What follows belongs to an exercise in optimizing a design on an open flow for small area, a short achievable clock period and few clock cycles per item; a production flow would make more cautious choices.
Function was checked by simulation only, so behaviour that the tests miss may differ from the original.
No driver is modelled on the clock port, so clock power and skew are understated where the tree is cut down; a real chip needs a root buffer or a tree.
Power and IR drop assume default switching activity.

## run A
## qspi_memory_interface
module qspi_memory_interface (
    input  wire        clk,
    input  wire        spi_rst_n,
    input  wire        st,
    input  wire        ld,
    input  wire        spi_target,     
    input  wire [15:0] addr,
    input  wire [15:0] data_in,
    output reg  [15:0] data_out,
    output wire        spi_clk,
    output reg         spi_flash_cs,   
    output reg         spi_ram_cs,     
    input  wire [3:0]  spi_data_in,
    output wire [3:0]  spi_data_out,
    output wire [3:0]  spi_data_oe,
    output reg         busy
);
Size: about 69 I/O pins, roughly 3200 µm² of cells after synthesis.
export LEC_CHECK = 0
export CAP_MARGIN = 20
export CORE_MARGIN = 2
export CORE_UTILIZATION = 40
export CTS_BUF_LIST = sky130_fd_sc_hd__clkbuf_4
export CTS_CLUSTER_SIZE = 40
export SLEW_MARGIN = 20
create_clock -name core_clock -period 10.0 [get_ports {clk}]
standard.sh (not shown) runs the stock make flow with config.mk's settings and CLKGATE_MAP_FILE= SYNTH_SCRIPT=/design/flow/synth_recipe.tcl, a recipe that flattens the netlist after the stock synthesis.
==> flow/flow/run.sh <==
#!/bin/bash
set -euo pipefail
bash standard.sh finish SETUP_SLACK_MARGIN=7 "BUFFER_PORTS_ARGS=-buffer_cell sky130_fd_sc_hd__buf_1" > make_finish.log 2>&1
Testbench counts of run A, summed over its fixed seeds: cycles 82,887, ops 1,280.
diff inputs: run A => run B
Settings: CTS_CLUSTER_SIZE no longer set, was 40; CTS_BUF_LIST no longer set, was sky130_fd_sc_hd__clkbuf_4.
==> flow/flow/run.sh <==
#!/bin/bash
set -euo pipefail
bash standard.sh finish SETUP_SLACK_MARGIN=7.5 > make_finish.log 2>&1
--- outcome ---
Run B: all stages complete, timing, DRC and antenna checks passed. Comparing non-clock buffer count for run A and run B, the smaller number came from run A. As of run B, area taken by multi-input logic gates had risen slightly compared to run A. In the tables for run A and run B, overall fraction of global-route tracks in use reads lower with run A. Going from run A to run B, the pin slew with the least headroom to its limit was found to have gone down by 0.025 ns. Run B vs run A: worst setup slack up. Worst stage delay on the critical path: run A vs run B, no meaningful difference. Run B vs run A, post-detailed-routing wire length went up by about 4.4%. Run B -> run A: count of clock-net buffers in the final layout delta 0, exact match. Note that the total power recorded for run A amounts to 0.806 times the value seen in run B. Run B vs run A, summed area of non-filler cells in the final layout went up by 14%.
For run C, these inputs were changed with respect to run B:
Settings: CTS_CLUSTER_DIAMETER newly set to 500; CTS_CLUSTER_SIZE newly set to 100.
==> flow/flow/run.sh <==
#!/bin/bash
set -euo pipefail
bash standard.sh finish SETUP_SLACK_MARGIN=7 "BUFFER_PORTS_ARGS=-buffer_cell sky130_fd_sc_hd__buf_1" > make_finish.log 2>&1
--- outcome ---
- In the flow results for run C and run B, the met1 wire length is smaller on run C.
- Delta (run C minus run B): clock slew seen by the registers of the worst setup and hold paths roughly the same; worst hold slack did not really move; number of clock buffers in the layout increased by 3 relative to the old numbers; antenna cell count now smaller; register fraction of the total cell area grew by 5.2 points.
- As far as number of inverters outside the clock class in the layout goes, run C and run B are indistinguishable; the numbers are identical.
#### Input delta (run D over run C)
Settings: swapping 40 for 65 in CORE_UTILIZATION; clearing CTS_CLUSTER_DIAMETER, which used to be 500; clearing CTS_CLUSTER_SIZE, which used to be 100.
Results
Looking only at sum of net half-perimeters after detailed placement, and setting everything else aside, the higher value of run C and run D goes to run C. What run C reported for die outline width has to be multiplied by 0.79 to get the figure for run D. Summary of run D over run C: post-route cell area lower, core region area lower. The footprint of the flip-flops and latches on run D is in line with that on run C. Per the comparison of run D with run C, met1 track demand over resource in global routing picked up an extra 15 points; sequential share of layout area picked up an extra 0.49 points; post-detailed-routing wire length picked up an extra 1.5%; routed length on met2 picked up an extra about 7%; setup slack lost 0.020 ns. Diff run C and run D: delay contributed by the slowest stage of the critical path higher in run C.

========
## run 1
The RTL this note starts from:
==> flow/design.v <==
module qspi_memory_interface (
    input  wire        clk,
    input  wire        spi_rst_n,
    input  wire        st,
    input  wire        ld,
    input  wire        spi_target,     
    input  wire [15:0] addr,
    input  wire [15:0] data_in,
    output reg  [15:0] data_out,
    output wire        spi_clk,
    output reg         spi_flash_cs,   
    output reg         spi_ram_cs,     
    input  wire [3:0]  spi_data_in,
    output wire [3:0]  spi_data_out,
    output wire [3:0]  spi_data_oe,
    output reg         busy
);
    localparam integer LFSR_N = 28;
    localparam integer LFSR_M = 25;
    localparam integer PAT_K  = 15;
    localparam [PAT_K-1:0] PAT = 15'd31999;
    reg  [6:0]  cnt;
    reg         init_done;
    reg  [31:0] sr;
    reg  [3:0]  dq;
    reg         oeq;
    reg         oe0;
    assign spi_clk      = cnt[0];
    assign spi_data_out = dq;
    assign spi_data_oe  = {oeq, oeq, oeq, oe0};
    wire [5:0] b   = cnt[6:1];
    wire       ev  = !cnt[0];
    wire       fl  = !spi_flash_cs;
    wire       rm  = !spi_ram_cs;
    wire       wr  = oeq;
    wire [15:0] t = data_out;
    wire s66  = t[0] & !t[1];
    wire s99  = t[1] & !t[2];
    wire s06  = t[3] & !t[4];
    wire s31  = t[4] & !t[5];
    wire i_eb = t[9];
    wire i_wait = !t[0] | (t[2] & !t[3]) | (t[5] & !t[9]);
    wire i_cmd_bit =
        (s66 & ((b == 6'd1) || (b == 6'd2) || (b == 6'd5) || (b == 6'd6))) |
        (s99 & ((b == 6'd0) || (b == 6'd3) || (b == 6'd4) || (b == 6'd7))) |
        (s06 & ((b == 6'd5) || (b == 6'd6))) |
        (s31 & ((b == 6'd2) || (b == 6'd3) || (b == 6'd7) || (b == 6'd14))) |
        (i_eb & ((b == 6'd0) || (b == 6'd1) || (b == 6'd2) || (b == 6'd4) ||
                 (b == 6'd6) || (b == 6'd7)));
    wire [6:0] i_last = i_eb ? 7'd39 : (s31 ? 7'd31 : 7'd15);
    wire hit    = (sr[PAT_K-1:0] == PAT);
    wire lfsr_fb = !(sr[LFSR_N-1] ^ sr[LFSR_M-1]);
    wire go_f   = ld & !spi_target;
    wire go_r   = spi_target & (ld | st);
    wire f_end  = (cnt == 7'd30);
    wire r_end  = (b == 6'd47) & (cnt[0] | !wr);
    reg [3:0] f_nib;
    always @(*) begin
        case (b)
            6'd1:    f_nib = {3'b000, sr[31]};
            6'd2:    f_nib = {sr[31], sr[29], sr[27], sr[25]};
            6'd3:    f_nib = {sr[25], sr[23], sr[21], sr[19]};
            6'd4:    f_nib = {sr[19], sr[17], sr[15], sr[13]};
            6'd5:    f_nib = {sr[13], sr[11], sr[9], 1'b0};
            6'd6:    f_nib = 4'b1010;
            default: f_nib = 4'b0000;
        endcase
    end
    wire r_bit = (b == 6'd6) | ((b == 6'd7) & !wr) |
                 ((b >= 6'd15) & (b <= 6'd30) & sr[27]) |
                 ((b >= 6'd32) & sr[28]);
    wire i_step  = busy & ((i_wait & hit) | (!i_wait & fl & (cnt == i_last)));
    wire i_end   = i_step & i_eb;
    wire d_sh4   = init_done & busy & fl & ev & (cnt >= 7'd24);
    wire d_sh1   = init_done ? (busy & rm & !wr & ev & (cnt >= 7'd64)) : (i_step & !i_eb);
    wire d_hold  = !(d_sh4 | d_sh1 | i_end);
    wire d_in1   = spi_data_in[1] | !init_done;
    always @(posedge clk or negedge spi_rst_n) begin
        if (!spi_rst_n)
            data_out <= 16'h0000;
        else
            data_out <= ({16{d_hold}} & data_out) |
                        ({16{d_sh4}}  & {data_out[11:0], spi_data_in}) |
                        ({16{d_sh1}}  & {data_out[14:0], d_in1});
    end
    always @(posedge clk or negedge spi_rst_n) begin
        if (!spi_rst_n) begin
            busy         <= 1'b0;
            spi_flash_cs <= 1'b1;
            spi_ram_cs   <= 1'b1;
            init_done    <= 1'b0;
            oeq          <= 1'b0;
            oe0          <= 1'b0;
        end else if (!init_done) begin
            busy <= 1'b1;
            oeq  <= 1'b0;
            oe0  <= 1'b0;
            if (busy && !i_wait) begin
                if (spi_flash_cs) begin
                    spi_flash_cs <= 1'b0;
                end else begin
                    oe0 <= 1'b1;
                    oeq <= i_eb & (b >= 6'd8);
                    if (cnt == i_last) begin
                        spi_flash_cs <= 1'b1;
                        oe0          <= 1'b0;
                        oeq          <= 1'b0;
                        if (i_eb) begin
                            init_done <= 1'b1;
                            busy      <= 1'b0;
                        end
                    end
                end
            end
        end else if (!busy) begin
            busy         <= go_f | go_r;
            spi_flash_cs <= !go_f;
            spi_ram_cs   <= !go_r;
            oeq          <= go_r & !ld;
            oe0          <= 1'b0;
        end else begin
            if (fl) begin
                oeq <= (cnt < 7'd15);
                oe0 <= (cnt < 7'd15);
                if (f_end) begin
                    busy         <= 1'b0;
                    spi_flash_cs <= 1'b1;
                    oeq          <= 1'b0;
                    oe0          <= 1'b0;
                end
            end else begin
                oe0 <= 1'b1;
                if (r_end) begin
                    busy       <= 1'b0;
                    spi_ram_cs <= 1'b1;
                    oe0        <= 1'b0;
                    oeq        <= 1'b0;
                end
            end
        end
    end
    wire c_run = busy & (init_done ? !(fl ? f_end : r_end)
                                   : (!i_wait & fl & (cnt != i_last)));
    wire [6:0] cnt_nx = c_run ? cnt + 7'd1 : 7'd0;
    always @(posedge clk or negedge spi_rst_n) begin
        if (!spi_rst_n)
            cnt[0] <= 1'b0;
        else
            cnt[0] <= cnt_nx[0];
    end
    always @(posedge clk)
        cnt[6:1] <= cnt_nx[6:1];
    wire [31:0] ring_in;
    genvar gi;
    generate
        for (gi = 0; gi < 16; gi = gi + 1) begin : g_map
            assign ring_in[(2*gi + 31) % 32] = addr[gi];
            assign ring_in[(2*gi + 30) % 32] = data_in[gi];
        end
    endgenerate
    wire sr_load = init_done & !busy;
    wire sr_rot  = busy & (init_done | (i_wait & !hit));
    wire sr_in0  = init_done ? sr[31] : lfsr_fb;
    always @(posedge clk)
        sr <= ({32{sr_load}} & ring_in) | ({32{sr_rot}} & {sr[30:0], sr_in0});
    always @(posedge clk) begin
        if (!init_done)
            dq <= {i_eb & (b == 6'd14), 1'b0, i_eb & (b == 6'd14), i_cmd_bit};
        else if (fl)
            dq <= f_nib;
        else
            dq <= {3'b000, r_bit};
    end
endmodule
clock: 10.0 ns
lec_check: 0
cap_margin: 20
core_margin: 2
core_utilization: 40
slew_margin: 20
==> flow/flow/run.sh <==
#!/bin/bash
set -euo pipefail
export POST_CTS_TCL="$PWD/flow/post_cts.tcl"
KNOBS=(SETUP_SLACK_MARGIN=7 "BUFFER_PORTS_ARGS=-buffer_cell sky130_fd_sc_hd__buf_1")
bash standard.sh synth "${KNOBS[@]}" > make_synth.log 2>&1

R="$PWD/orfs/results/$FLOW_PLATFORM/qspi_memory_interface/base"
PLAT="$FLOW_HOME/platforms/$FLOW_PLATFORM"
LIB="$PLAT/lib/sky130_fd_sc_hd__tt_025C_1v80.lib"
DU=$(sed -n '/DONT_USE_CELLS/,/^$/p' "$PLAT/config.mk" | grep -o 'sky130_fd_sc_hd__[a-z0-9_]*' | sed 's/^/-dont_use /' | tr '\n' ' ')
YOSYS=yosys
if [[ -x "$FLOW_HOME/../tools/install/yosys/bin/yosys" ]]; then YOSYS="$FLOW_HOME/../tools/install/yosys/bin/yosys"; fi
cp "$R/1_2_yosys.v" netlist_in.v
sed -e "s|LIBERTY|$LIB|g" -e "s|DONT_USE|$DU|" flow/remap.ys > remap.ys
"$YOSYS" -s remap.ys > yosys_remap.log 2>&1
cp netlist_out.v "$R/1_2_yosys.v"
rm -f "$R/1_synth.odb" "$R/1_synth.sdc"

bash standard.sh finish "${KNOBS[@]}" > make_finish.log 2>&1
==> flow/flow/remap.ys <==
# Re-map the combinational logic of the standard synthesis netlist for area.
# Flip-flops are kept as black boxes, so every register keeps its name and
# cell type; only the gates between them change.
read_verilog netlist_in.v
read_liberty -ignore_miss_func LIBERTY
hierarchy -top qspi_memory_interface
blackbox sky130_fd_sc_hd__df* sky130_fd_sc_hd__edf* sky130_fd_sc_hd__sdf*
flatten
hierarchy -top qspi_memory_interface
opt_clean -purge
techmap
opt -fast -purge
abc -liberty LIBERTY DONT_USE -script +strash;dc2;dc2;&get,-n;&st;&dch,-f;&nf,-a,-R,1000;&put
opt_clean -purge
hilomap -singleton -hicell sky130_fd_sc_hd__conb_1 HI -locell sky130_fd_sc_hd__conb_1 LO
splitnets
opt_clean -purge
stat -liberty LIBERTY
write_verilog -noattr -noexpr -nohex -nodec netlist_out.v
Other scripts of this flow, unchanged in this note and not shown: flow/flow/clocktree.tcl, flow/flow/post_cts.tcl
Testbench counts of run 1, summed over its fixed seeds: cycles 82,887, ops 1,280.
## Diff of input files: run 2 against run 1
--- a/flow/flow/run.sh
+++ b/flow/flow/run.sh
@@ -4 +4 @@
-KNOBS=(SETUP_SLACK_MARGIN=7 "BUFFER_PORTS_ARGS=-buffer_cell sky130_fd_sc_hd__buf_1")
+KNOBS=(SETUP_SLACK_MARGIN=7.3 "BUFFER_PORTS_ARGS=-buffer_cell sky130_fd_sc_hd__buf_1")
Findings:
Looking at run 1 and run 2, the smallest setup slack after layout is a wash. Against run 1, run 2 reports a smallest hold slack that is higher. | proportion of layout cells with a drive suffix above 1 | run 2 vs run 1 | 15 points higher |.
For run 3, these inputs were changed with respect to run 2:
Settings: a change of CORE_UTILIZATION from 40 to 65.
==> flow/flow/run.sh <==
#!/bin/bash
set -euo pipefail
export POST_CTS_TCL="$PWD/flow/post_cts.tcl"
bash standard.sh finish SETUP_SLACK_MARGIN=7 "BUFFER_PORTS_ARGS=-buffer_cell sky130_fd_sc_hd__buf_1" > make_finish.log 2>&1
removed: flow/flow/remap.ys
Notes after the runs:
- Run 3 vs. run 2: die area moved down, number of global-route vias before repair fell by about 4.3%, starting utilization of the core area now sits higher, worst setup skew after layout stayed essentially flat.
Inputs modified between run 3 and run 4:
Settings: a change of CORE_UTILIZATION from 65 to 40.
==> flow/flow/run.sh <==
#!/bin/bash
set -euo pipefail
export POST_CTS_TCL="$PWD/flow/post_cts.tcl"
KNOBS=(SETUP_SLACK_MARGIN=7 "BUFFER_PORTS_ARGS=-buffer_cell sky130_fd_sc_hd__buf_1")
bash standard.sh synth "${KNOBS[@]}" > make_synth.log 2>&1

R="$PWD/orfs/results/$FLOW_PLATFORM/qspi_memory_interface/base"
PLAT="$FLOW_HOME/platforms/$FLOW_PLATFORM"
LIB="$PLAT/lib/sky130_fd_sc_hd__tt_025C_1v80.lib"
DU=$(sed -n '/DONT_USE_CELLS/,/^$/p' "$PLAT/config.mk" | grep -o 'sky130_fd_sc_hd__[a-z0-9_]*' | sed 's/^/-dont_use /' | tr '\n' ' ')
YOSYS=yosys
if [[ -x "$FLOW_HOME/../tools/install/yosys/bin/yosys" ]]; then YOSYS="$FLOW_HOME/../tools/install/yosys/bin/yosys"; fi
cp "$R/1_2_yosys.v" netlist_in.v
sed -e "s|LIBERTY|$LIB|g" -e "s|DONT_USE|$DU|" flow/remap.ys > remap.ys
"$YOSYS" -s remap.ys > yosys_remap.log 2>&1
cp netlist_out.v "$R/1_2_yosys.v"
rm -f "$R/1_synth.odb" "$R/1_synth.sdc"

bash standard.sh finish "${KNOBS[@]}" > make_finish.log 2>&1
==> flow/flow/remap.ys (new file) <==
# Re-map the combinational logic of the standard synthesis netlist for area.
# Flip-flops are kept as black boxes, so every register keeps its name and
# cell type; only the gates between them change.
read_verilog netlist_in.v
read_liberty -ignore_miss_func LIBERTY
hierarchy -top qspi_memory_interface
blackbox sky130_fd_sc_hd__df* sky130_fd_sc_hd__edf* sky130_fd_sc_hd__sdf*
flatten
hierarchy -top qspi_memory_interface
opt_clean -purge
techmap
opt -fast -purge
abc -liberty LIBERTY DONT_USE -script +strash;&get,-n;&st;&dch;&nf,-a;&put
opt_clean -purge
hilomap -singleton -hicell sky130_fd_sc_hd__conb_1 HI -locell sky130_fd_sc_hd__conb_1 LO
splitnets
opt_clean -purge
stat -liberty LIBERTY
write_verilog -noattr -noexpr -nohex -nodec netlist_out.v
Results
Total length of routed wires (higher): run 4. Between run 3 and run 4, end-of-flow core utilization decreased. Run 3 has a lower switching power total than run 4. | relative max-transition margin | run 4 vs run 3 | better |. The wire length of the first global-routing pass of run 4 is higher than that of run 3. Run 4 reports its highest-delay cell along the critical path as sky130_fd_sc_hd__dfrtp_1 while run 3 reports sky130_fd_sc_hd__dfstp_2. On slack of the critical path, run 3 loses to run 4. Length of the first detailed-routing pass in iterations in run 4 is 1 higher than in run 3. Diff run 3 -> run 4: overall fraction of global-route tracks in use fell by 7.1 points; final instance area shrank by 74 um2; minimum clock period decreased 0.0071 ns.
Inputs modified between run 4 and run 5:
==> flow/flow/run.sh <==
#!/bin/bash
set -euo pipefail
export POST_CTS_TCL="$PWD/flow/post_cts.tcl"
bash standard.sh finish SETUP_SLACK_MARGIN=7 "BUFFER_PORTS_ARGS=-buffer_cell sky130_fd_sc_hd__buf_1" > make_finish.log 2>&1
removed: flow/flow/remap.ys
- Per the final summary, run 5 finished and its layout is clean on timing, DRC and antenna.
- The met1 demand-to-capacity share in global routing of run 5 is lower than that of run 4.
- Total wire length after detailed routing: run 5 > run 4
- Cell area after synthesis: run 5 higher than run 4
- Row power: run 5 lower / run 4 higher
- Higher initial core utilization goes to run 4 over run 5.
- Of run 5 and run 4, the run reporting the lower global-route total usage across every layer was run 5.
- Detailed route wirelength on metal3 in run 5 vs run 4: down about 25%
- Going from run 4 to run 5, final period demand of the worst path now larger; die area now larger; met2 track utilization from global routing now larger.
In every run of this note, the design's own scripts or RTL, not TritonCTS, make the clock network.

separate check: timing with driven ports:
Ports are ideal in the flow. The routed layouts listed here were re-timed in OpenROAD.
Step 1, drivers: a clkbuf_16 drives clk and a buf_2 each remaining input, both assumed.
Step 2 adds t to the input delays and takes it off the output delays; t is the mean of the earliest and latest rising clock arrival at the registers after step 1. Input paths then give back, and output paths get back, about the clock's delay inside the block.
Slacks: no drivers / after step 1 / after step 2; pairs: no drivers / after step 1.
| run | t (ns) | setup slack, ns | latest minus earliest clock arrival (ns) |
|---|---|---|---|
| run A | 0.430 | 6.942 / 6.916 / 7.218 | 0.024 / 0.024 |
| run B | 0.374 | 7.004 / 6.975 / 7.210 | 0.009 / 0.008 |
| run C | 0.365 | 7.018 / 6.988 / 7.229 | 0.012 / 0.013 |
| run D | 0.369 | 6.998 / 6.970 / 7.140 | 0.011 / 0.012 |
| run 1 | 0.209 | 7.186 / 7.127 / 7.336 | 0.011 / 0.010 |
| run 2 | 0.211 | 7.186 / 7.124 / 7.311 | 0.008 / 0.007 |
| run 3 | 0.203 | 7.171 / 7.114 / 7.317 | 0.009 / 0.008 |
| run 4 | 0.214 | 7.178 / 7.115 / 7.275 | 0.019 / 0.019 |
| run 5 | 0.207 | 7.170 / 7.110 / 7.317 | 0.008 / 0.009 |
After both steps setup and hold are still met in every run listed.
